Source: an optimization exercise on an open RTL-to-GDS flow (aim: small area, a short achievable clock period and few clock cycles per item). Production flows keep margins and buffers that such runs may drop.
Where RTL was checked, it was by simulation tests only, not by an equivalence proof against the original.
Power and IR drop assume default switching activity.

==> flow/design.v (excerpt) <==
module mp_adder (
    input  wire         iAddSub,
    input  wire         iClk,
    input  wire         iRst,
    input  wire         iStart,
    input  wire [511:0] iOpA,
    input  wire [511:0] iOpB,
    output wire [512:0] oRes,
    output wire         oDone);
clock: 5.0 ns
lec_check: 0
cap_margin: 5
core_area: 10 10 460 460
die_area: 0 0 470 470
gpl_timing_driven: 0
setup_slack_margin: 0.8
slew_margin: 5
synth_hierarchical: 1
standard.sh (not shown) runs the stock make flow with config.mk's settings and CLKGATE_MAP_FILE= SYNTH_SCRIPT=/design/flow/synth_recipe.tcl, a recipe that flattens the netlist after the stock synthesis.
==> flow/flow/run.sh <==
#!/bin/bash
# Standard ORFS layout (the standard.sh) with three changes to how it is done:
# - buffer_ports gives every input and output port a buf_1 cell (the resizer
#   still sizes them as timing needs) instead of the cell it picks by default;
# - the ports are placed in bit order round the die edge, each bit's
#   iOpA/iOpB/oRes side by side (flow/pinorder.tcl, before place_pins);
# - before the resize step's repair_design, high-fanout nets get buffer trees
#   built from their sinks' locations (flow/pre_resize.tcl, flow/tree.tcl).
set -euo pipefail
export BUFFER_PORTS_ARGS="-buffer_cell sky130_fd_sc_hd__buf_1"
export PRE_IO_PLACEMENT_TCL="$(pwd)/flow/pinorder.tcl"
export PRE_RESIZE_TCL="$(pwd)/flow/pre_resize.tcl"
bash standard.sh > standard_flow.log 2>&1
Other scripts of this flow, unchanged in this note and not shown: flow/flow/pinorder.tcl, flow/flow/pre_resize.tcl, flow/flow/tree.tcl
Testbench counts at the start, summed over its fixed seeds: cycles 768, items 384.
Next try:
- CAP_MARGIN: 5 -> 20
- PLACE_DENSITY: default -> 0.4
- SLEW_MARGIN: 5 -> 20
What happened:
- The changed run ran to the end with no violations
- global-route usage climbs by 1.5 points
- total power climbs by a few percent
- clock-buffer cell count drops by 1
- fmax drops by a few percent
- cell count climbs slightly
Next try:
- PLACE_DENSITY: 0.4 -> default
- SETUP_SLACK_MARGIN: 0.8 -> 1.1
Effect: Wire length falls by 7.9%; non-clock buffer count rises by 273; cell count rises by 3.3%; power rises by 6.3%; global-route usage falls by 1.4 points; clock-buffer cell count rises by 1; design area rises by 8.6%; sequential share of layout area falls by 0.50 points.

Another version of the RTL of mp_adder (not shown whole).
Size: about 4100 cells after synthesis, about 130 flip-flops, ~1500 I/O pins.
==> flow/config.mk <==
export PLATFORM = sky130hd
export DESIGN_NAME = mp_adder
export DESIGN_NICKNAME = mp_adder
export VERILOG_FILES = /design/flow/design.v
export SDC_FILE = /design/flow/constraint.sdc
export NUM_CORES = 4
export LEC_CHECK = 0
export CAP_MARGIN = 20
export CORE_AREA = 10 10 550 550
export DIE_AREA = 0 0 560 560
export GPL_TIMING_DRIVEN = 0
export SLEW_MARGIN = 20
export SYNTH_HIERARCHICAL = 1
==> flow/constraint.sdc <==
create_clock -name core_clock -period 5.0 [get_ports {iClk}]
set_input_delay 1.0000 -clock core_clock [delete_from_list [all_inputs] [get_ports {iClk}]]
set_output_delay 1.0000 -clock core_clock [all_outputs]
set_load 0.01 [all_outputs]
==> flow/flow/run.sh <==
#!/bin/bash
# Standard ORFS layout (the standard.sh), with the port buffers that
# buffer_ports inserts on every input and output made buf_1 cells instead of
# the cell it picks by default; the resizer still sizes them as timing needs.
set -euo pipefail
export BUFFER_PORTS_ARGS="-buffer_cell sky130_fd_sc_hd__buf_1"
bash standard.sh > standard_flow.log 2>&1
The first run ran to the end with violations: negative setup slack.
Testbench counts at the start, summed over its fixed seeds: cycles 768, items 384.
Rerun with:
==> flow/flow/run.sh (replaced) <==
#!/bin/bash
# Standard ORFS layout (the standard.sh) with two changes to how it is done:
# - buffer_ports gives every input and output port a buf_1 cell (the resizer
#   still sizes them as timing needs) instead of the cell it picks by default;
# - place_pins may put pins one routing track apart, so that the 1542 ports fit
#   on a smaller die.
set -euo pipefail
export BUFFER_PORTS_ARGS="-buffer_cell sky130_fd_sc_hd__buf_1"
export PLACE_PINS_ARGS="-min_distance 1 -min_distance_in_tracks"
bash standard.sh > standard_flow.log 2>&1
Settings changed: CORE_AREA 10 10 550 550 to 4 4 396 396, DIE_AREA 0 0 560 560 to 0 0 400 400, GPL_TIMING_DRIVEN 0 to unset.
What happened:
- With this change the flow failed in global routing (5_1_grt)
- synthesized area is unchanged
- synthesized cell count is unchanged
Rerun with:
==> flow/flow/run.sh (replaced) <==
#!/bin/bash
# Standard ORFS layout (the standard.sh) with two changes to how it is done:
# - buffer_ports gives every input and output port a buf_1 cell (the resizer
#   still sizes them as timing needs) instead of the cell it picks by default;
# - before the resize step's repair_design, high-fanout nets are buffered with
#   gain-based buffer trees (flow/pre_resize.tcl).
set -euo pipefail
export BUFFER_PORTS_ARGS="-buffer_cell sky130_fd_sc_hd__buf_1"
export PRE_RESIZE_TCL="$(pwd)/flow/pre_resize.tcl"
bash standard.sh > standard_flow.log 2>&1
==> flow/flow/pre_resize.tcl (new file) <==
# Runs inside ORFS's resize step (3_4), after global placement and before its
# repair_design: gain-based buffering of the high-fanout nets, which builds
# buffer trees from the sink locations instead of chains along the wire.
log_cmd repair_design -buffer_gain 4.0 -verbose
Settings changed: CORE_AREA 4 4 396 396 to 10 10 550 550, DIE_AREA 0 0 400 400 to 0 0 560 560, GPL_TIMING_DRIVEN set to 0.
What happened: The changed run ran to the end with violations: negative setup slack; area after synthesis stays the same; synthesized cell count stays the same.
Rerun with:
==> flow/flow/run.sh (replaced) <==
#!/bin/bash
# Standard ORFS layout (the standard.sh), with the port buffers that
# buffer_ports inserts on every input and output made buf_1 cells instead of
# the cell it picks by default; the resizer still sizes them as timing needs.
set -euo pipefail
export BUFFER_PORTS_ARGS="-buffer_cell sky130_fd_sc_hd__buf_1"
bash standard.sh > standard_flow.log 2>&1
Settings changed: SETUP_SLACK_MARGIN set to 1.0.
removed: flow/flow/pre_resize.tcl
The changed run finished clean.
Utilization grows by 3.2 points.
Final cell count grows by 2.7%.
Combinational power grows by about 10%.
Synthesized cell count does not change.
Sequential cell count stays the same.
Power grows by 13%.
Clock-buffer cell count is unchanged.
Worst setup slack gains 0.36 ns.
Final area grows by 19%.
Sequential share of layout area shrinks by 0.85 points.
Non-clock buffer count grows by 253.

mp_adder, a different RTL version from the one above (not shown whole).
Size: roughly 130 flip-flops, ~30000 µm² of cells after synthesis.
==> flow/config.mk <==
export PLATFORM = sky130hd
export DESIGN_NAME = mp_adder
export DESIGN_NICKNAME = mp_adder
export VERILOG_FILES = /design/flow/design.v
export SDC_FILE = /design/flow/constraint.sdc
export NUM_CORES = 4
export LEC_CHECK = 0
export CAP_MARGIN = 20
export CORE_AREA = 10 10 460 460
export DIE_AREA = 0 0 470 470
export GPL_TIMING_DRIVEN = 0
export SETUP_SLACK_MARGIN = 0.5
export SLEW_MARGIN = 20
export SYNTH_HIERARCHICAL = 1
==> flow/constraint.sdc <==
create_clock -name core_clock -period 5.0 [get_ports {iClk}]
set_input_delay 1.0000 -clock core_clock [delete_from_list [all_inputs] [get_ports {iClk}]]
set_output_delay 1.0000 -clock core_clock [all_outputs]
set_load 0.01 [all_outputs]
==> flow/flow/run.sh <==
#!/bin/bash
# Standard ORFS layout (the standard.sh) with three changes to how it is done:
# - buffer_ports gives every input and output port a buf_1 cell (the resizer
#   still sizes them as timing needs) instead of the cell it picks by default;
# - the ports are placed in bit order round the die edge, each bit's
#   iOpA/iOpB/oRes side by side (flow/pinorder.tcl, before place_pins);
# - before the resize step's repair_design, high-fanout nets get buffer trees
#   built from their sinks' locations (flow/pre_resize.tcl, flow/tree.tcl).
set -euo pipefail
export BUFFER_PORTS_ARGS="-buffer_cell sky130_fd_sc_hd__buf_1"
export PRE_IO_PLACEMENT_TCL="$(pwd)/flow/pinorder.tcl"
export PRE_RESIZE_TCL="$(pwd)/flow/pre_resize.tcl"
bash standard.sh > standard_flow.log 2>&1
==> flow/flow/pre_resize.tcl <==
# Runs inside ORFS's resize step (3_4), after global placement and before its
# repair_design: every signal net with more than 8 sinks gets a buffer tree
# built from its sinks' placed locations (flow/tree.tcl), instead of the
# chain of buffers that repair_design would lay along the net.
source [file join [file dirname [info script]] tree.tcl]
bt_all 8 8 6 {sky130_fd_sc_hd__buf_4 sky130_fd_sc_hd__buf_8}
Other scripts of this flow, unchanged in this note and not shown: flow/flow/pinorder.tcl, flow/flow/tree.tcl
The starting point completed without violations.
Testbench counts at the start, summed over its fixed seeds: cycles 768, items 384.
Then changed:
--- a/flow/flow/pre_resize.tcl
+++ b/flow/flow/pre_resize.tcl
@@ -2 +2 @@
-# repair_design: every signal net with more than 8 sinks gets a buffer tree
+# repair_design: every signal net with more than 12 sinks gets a buffer tree
@@ -6 +6 @@
-bt_all 8 8 6 {sky130_fd_sc_hd__buf_4 sky130_fd_sc_hd__buf_8}
+bt_all 12 12 8 {sky130_fd_sc_hd__buf_4 sky130_fd_sc_hd__buf_8}
SETUP_SLACK_MARGIN = 0.65   (was 0.5)
What happened:
- The changed run ran to the end with no violations
- core utilization fell by 0.36 points
- cell area fell slightly
- clock-buffer cell count drops by 1
- worst hold slack is worse by 0.0051 ns
- area after synthesis does not change
- global-route usage drops by 0.23 points
- worst setup slack is better by 0.059 ns
- cell count fell slightly

Another version of the RTL of mp_adder (not shown whole).
Size: roughly 6,700 cells after synthesis, ~130 flip-flops, ~1,500 I/O pins, roughly 38,000 um2 of cells after synthesis.
## mp_adder
module mp_adder (
    input  wire         iAddSub,
    input  wire         iClk,
    input  wire         iRst,
    input  wire         iStart,
    input  wire [511:0] iOpA,
    input  wire [511:0] iOpB,
    output wire [512:0] oRes,
    output wire         oDone);
    wire [511:0] x  = iOpA ^ iOpB;
    wire [511:0] pr = x ^ {512{iAddSub}};    
    wire [511:0] gn = ~pr & iOpB;            
    wire [127:0] gg, gp;
    genvar j;
    generate for (j = 0; j < 128; j = j + 1) begin : grp
        wire [3:0] g = gn[j*4 +: 4];
        wire [3:0] p = pr[j*4 +: 4];
        assign gg[j] = g[3] | g[2] & p[3] | g[1] & p[2] & p[3] | g[0] & p[1] & p[2] & p[3];
        assign gp[j] = &p;
    end endgenerate
    wire sg0_1 = gg[1] | (gp[1] & gg[0]);
    wire sg0_3 = gg[3] | (gp[3] & gg[2]);
    wire sp0_3 = gp[3] & gp[2];
    wire sg0_5 = gg[5] | (gp[5] & gg[4]);
    wire sp0_5 = gp[5] & gp[4];
    wire sg0_7 = gg[7] | (gp[7] & gg[6]);
    wire sp0_7 = gp[7] & gp[6];
    wire sg0_9 = gg[9] | (gp[9] & gg[8]);
    wire sp0_9 = gp[9] & gp[8];
    wire sg0_11 = gg[11] | (gp[11] & gg[10]);
    wire sp0_11 = gp[11] & gp[10];
    wire sg0_13 = gg[13] | (gp[13] & gg[12]);
    wire sp0_13 = gp[13] & gp[12];
    wire sg0_15 = gg[15] | (gp[15] & gg[14]);
    wire sp0_15 = gp[15] & gp[14];
    wire sg0_17 = gg[17] | (gp[17] & gg[16]);
    wire sp0_17 = gp[17] & gp[16];
    wire sg0_19 = gg[19] | (gp[19] & gg[18]);
    wire sp0_19 = gp[19] & gp[18];
    wire sg0_21 = gg[21] | (gp[21] & gg[20]);
    wire sp0_21 = gp[21] & gp[20];
    wire sg0_23 = gg[23] | (gp[23] & gg[22]);
    wire sp0_23 = gp[23] & gp[22];
    wire sg0_25 = gg[25] | (gp[25] & gg[24]);
    wire sp0_25 = gp[25] & gp[24];
    wire sg0_27 = gg[27] | (gp[27] & gg[26]);
    wire sp0_27 = gp[27] & gp[26];
    wire sg0_29 = gg[29] | (gp[29] & gg[28]);
    wire sp0_29 = gp[29] & gp[28];
    wire sg0_31 = gg[31] | (gp[31] & gg[30]);
    wire sp0_31 = gp[31] & gp[30];
    wire sg0_33 = gg[33] | (gp[33] & gg[32]);
    wire sp0_33 = gp[33] & gp[32];
    wire sg0_35 = gg[35] | (gp[35] & gg[34]);
    wire sp0_35 = gp[35] & gp[34];
    wire sg0_37 = gg[37] | (gp[37] & gg[36]);
    wire sp0_37 = gp[37] & gp[36];
    wire sg0_39 = gg[39] | (gp[39] & gg[38]);
    wire sp0_39 = gp[39] & gp[38];
    wire sg0_41 = gg[41] | (gp[41] & gg[40]);
  ...
clock: 5.0 ns
lec_check: 0
abc_area: 1
cap_margin: 20
core_area: 10 10 550 550
die_area: 0 0 560 560
setup_slack_margin: 1.5
slew_margin: 20
==> flow/flow/run.sh <==
#!/bin/bash
# Standard ORFS layout (the standard.sh), with the port buffers that
# buffer_ports inserts on every input and output made buf_1 cells instead of
# the cell it picks by default; the resizer still sizes them as timing needs.
set -euo pipefail
export BUFFER_PORTS_ARGS="-buffer_cell sky130_fd_sc_hd__buf_1"
bash standard.sh > standard_flow.log 2>&1
The first run produced a clean layout.
Testbench counts at the start, summed over its fixed seeds: cycles 768, items 384.
==> next run, changes <==
--- a/flow/config.mk
+++ b/flow/config.mk
@@ -10,4 +10,3 @@
 export CORE_AREA = 10 10 550 550
 export DIE_AREA = 0 0 560 560
-export SETUP_SLACK_MARGIN = 1.5
 export SLEW_MARGIN = 20
Outcome: The changed run finished with timing, DRC and antenna clean; final area is lower by a quarter to a third; total power goes down by about a fifth; maximum frequency fell by roughly a tenth; worst hold slack gets better by 0.0032 ns.

Setup of before:
Another version of the RTL of mp_adder (not shown whole).
For scale: ~4,200 cells after synthesis, roughly 130 flip-flops, about 1,500 I/O pins, roughly 31,000 um2 of cells after synthesis.
export LEC_CHECK = 0
export CAP_MARGIN = 20
export CORE_AREA = 10 10 550 550
export DIE_AREA = 0 0 560 560
export GPL_TIMING_DRIVEN = 0
export SLEW_MARGIN = 20
export SYNTH_HIERARCHICAL = 1
create_clock -name core_clock -period 5.0 [get_ports {iClk}]
Scripts as last shown in full above: flow/flow/run.sh
The flow completed for before, but it is not clean: the layout still shows negative setup slack.
Here is what was changed in the inputs of after compared with before.
- clearing GPL_TIMING_DRIVEN, which used to be 0
Compared with before, in after number of global-route vias before repair went up 6.3%; switching share of power went down 5.3 points; pin count of the biggest net entering global routing went up about 30%; setup slack went up 0.14 ns; cell count went up 5.3%.
Looking at before and after, the global-route usage is a wash.
Taking before as the reference point, the combinational power share of after rises by 1.2 points.
No stage failed in after, and the final checks on the layout all came back clean.
Completing all stages was not enough for before: its layout failed the final checks because of negative setup slack.
No functional check of the RTL was part of any run of this note.

mp_adder with an RTL version that a note above also has.
clock: 5.0 ns
lec_check: 0
cap_margin: 20
core_area: 10 10 550 550
die_area: 0 0 560 560
gpl_timing_driven: 0
slew_margin: 20
synth_hierarchical: 1
==> flow/flow/run.sh <==
#!/bin/bash
# Standard ORFS layout (the standard.sh) with three changes to how it is done:
# - buffer_ports gives every input and output port a buf_1 cell (the resizer
#   still sizes them as timing needs) instead of the cell it picks by default;
# - the ports are placed in bit order round the die edge, each bit's
#   iOpA/iOpB/oRes side by side (flow/pinorder.tcl, before place_pins);
# - before the resize step's repair_design, high-fanout nets get buffer trees
#   built from their sinks' locations (flow/pre_resize.tcl, flow/tree.tcl).
set -euo pipefail
export BUFFER_PORTS_ARGS="-buffer_cell sky130_fd_sc_hd__buf_1"
export PRE_IO_PLACEMENT_TCL="$(pwd)/flow/pinorder.tcl"
export PRE_RESIZE_TCL="$(pwd)/flow/pre_resize.tcl"
bash standard.sh > standard_flow.log 2>&1
Other scripts of this flow, unchanged in this note and not shown: flow/flow/pinorder.tcl, flow/flow/pre_resize.tcl, flow/flow/tree.tcl
The starting point went through all stages and came out clean.
Testbench counts at the start, summed over its fixed seeds: cycles 768, items 384.
Change:
Settings changed: CORE_AREA 10 10 550 550 to 10 10 490 490, DIE_AREA 0 0 560 560 to 0 0 500 500, SETUP_SLACK_MARGIN set to 0.5.
Result: The changed run finished with timing, DRC and antenna clean. Total power barely changes. Maximum frequency rose by 7.7%. Global-route usage increases by 1.4 points. Cell area came out lower by 2.3%. Worst setup slack improves by 0.34 ns.
Change:
Settings changed: CORE_AREA 10 10 490 490 to 10 10 550 550, DIE_AREA 0 0 500 500 to 0 0 560 560.
Effect: The new run produced a clean layout. Global-route usage decreases by 1.4 points. Total power decreases by 0.32%. Critical path depth is unchanged. Non-clock buffer count is unchanged. Routed wire length increases by 0.48%. First-iteration DRC count decreases by 19%. Final area increases by 2.7%. Via count hardly moves.
Change:
Settings changed: CORE_AREA 10 10 550 550 to 10 10 460 460, DIE_AREA 0 0 560 560 to 0 0 470 470.
Count of clock-buffer cells in the layout falls by 8.
Wire length increases by 1.2%.
Total power falls by 1.8%.
Die area came out lower by 30%.
Combinational power climbs by about 1%.
Global-route usage is higher by 2.7 points.
Non-clock buffer count came out lower by 1.
Via count rose by 0.47%.
Sequential power is about the same.
Synthesized area is unchanged.
Sequential share of layout area rises by 0.24 points.

static timing again, ports no longer ideal:
No port has a modelled driver above. Below, the same layouts with a new extraction and two added sets of constraints. Step 1, drivers: a clkbuf_16 drives iClk and a buf_2 each remaining input, both assumed. Step 2 moves the port delays by t, midway between the first and last clock arrival at a register: inputs arrive t later, outputs are due t later. That takes back most of the time a late clock gives input paths. Slacks: no drivers / after step 1 / after step 2; pairs: no drivers / after step 1.
| run | t (ns) | setup slack, ns | hold slack, ns | worst setup path after step 2 | slew at the worst register clock pin (ns) |
|---|---|---|---|---|---|
| the first run of note 1 | 0.611 | 0.890 / 0.803 / 0.271 | 0.664 / 0.615 / 1.226 | input to register | 0.08 / 0.08 |
| the second run of note 1 | 0.604 | 0.802 / 0.750 / 0.209 | 0.677 / 0.618 / 1.222 | input to register | 0.09 / 0.09 |
| the third run of note 1 | 0.605 | 0.897 / 0.826 / 0.346 | 0.669 / 0.621 / 1.225 | input to register | 0.08 / 0.08 |
| the first run of note 2 | 0.640 | -0.022 / -0.080 / -0.637 | 0.681 / 0.640 / 1.280 | input to register | 0.10 / 0.10 |
| the third run of note 2 | 0.647 | -0.052 / -0.001 / -0.648 | 0.630 / 0.594 / 1.241 | input to register | 0.09 / 0.09 |
| the fourth run of note 2 | 0.653 | 0.308 / 0.244 / -0.317 | 0.638 / 0.589 / 1.242 | input to register | 0.10 / 0.10 |
| the first run of note 3 | 0.600 | 0.566 / 0.594 / -0.006 | 0.690 / 0.629 / 1.229 | input to register | 0.08 / 0.08 |
| the second run of note 3 | 0.603 | 0.625 / 0.659 / 0.055 | 0.685 / 0.623 / 1.226 | input to register | 0.08 / 0.08 |
| the first run of note 4 | 0.649 | 1.014 / 0.971 / 0.752 | 0.575 / 0.530 / 1.179 | input to register | 0.09 / 0.09 |
| the second run of note 4 | 0.645 | 0.568 / 0.445 / -0.030 | 0.578 / 0.533 / 1.179 | input to register | 0.08 / 0.08 |
| before | 0.641 | -0.045 / -0.126 / -0.766 | 0.622 / 0.606 / 1.246 | input to register | 0.10 / 0.10 |
| after | 0.651 | 0.094 / 0.126 / -0.526 | 0.614 / 0.583 / 1.235 | input to register | 0.10 / 0.10 |
| the first run of note 6 | 0.645 | 0.225 / 0.289 / -0.356 | 0.637 / 0.576 / 1.221 | input to register | 0.08 / 0.08 |
| the second run of note 6 | 0.595 | 0.565 / 0.609 / 0.014 | 0.683 / 0.624 / 1.219 | input to register | 0.08 / 0.08 |
| the third run of note 6 | 0.646 | 0.563 / 0.612 / -0.034 | 0.640 / 0.574 / 1.220 | input to register | 0.08 / 0.08 |
| the fourth run of note 6 | 0.605 | 0.604 / 0.654 / 0.050 | 0.681 / 0.614 / 1.219 | input to register | 0.08 / 0.08 |
With both steps, setup timing fails in 6 of these runs, where it was met with ideal ports. For before, which loses most, drivers alone change the setup slack by -0.081 ns; drivers and shift together by -0.721 ns.
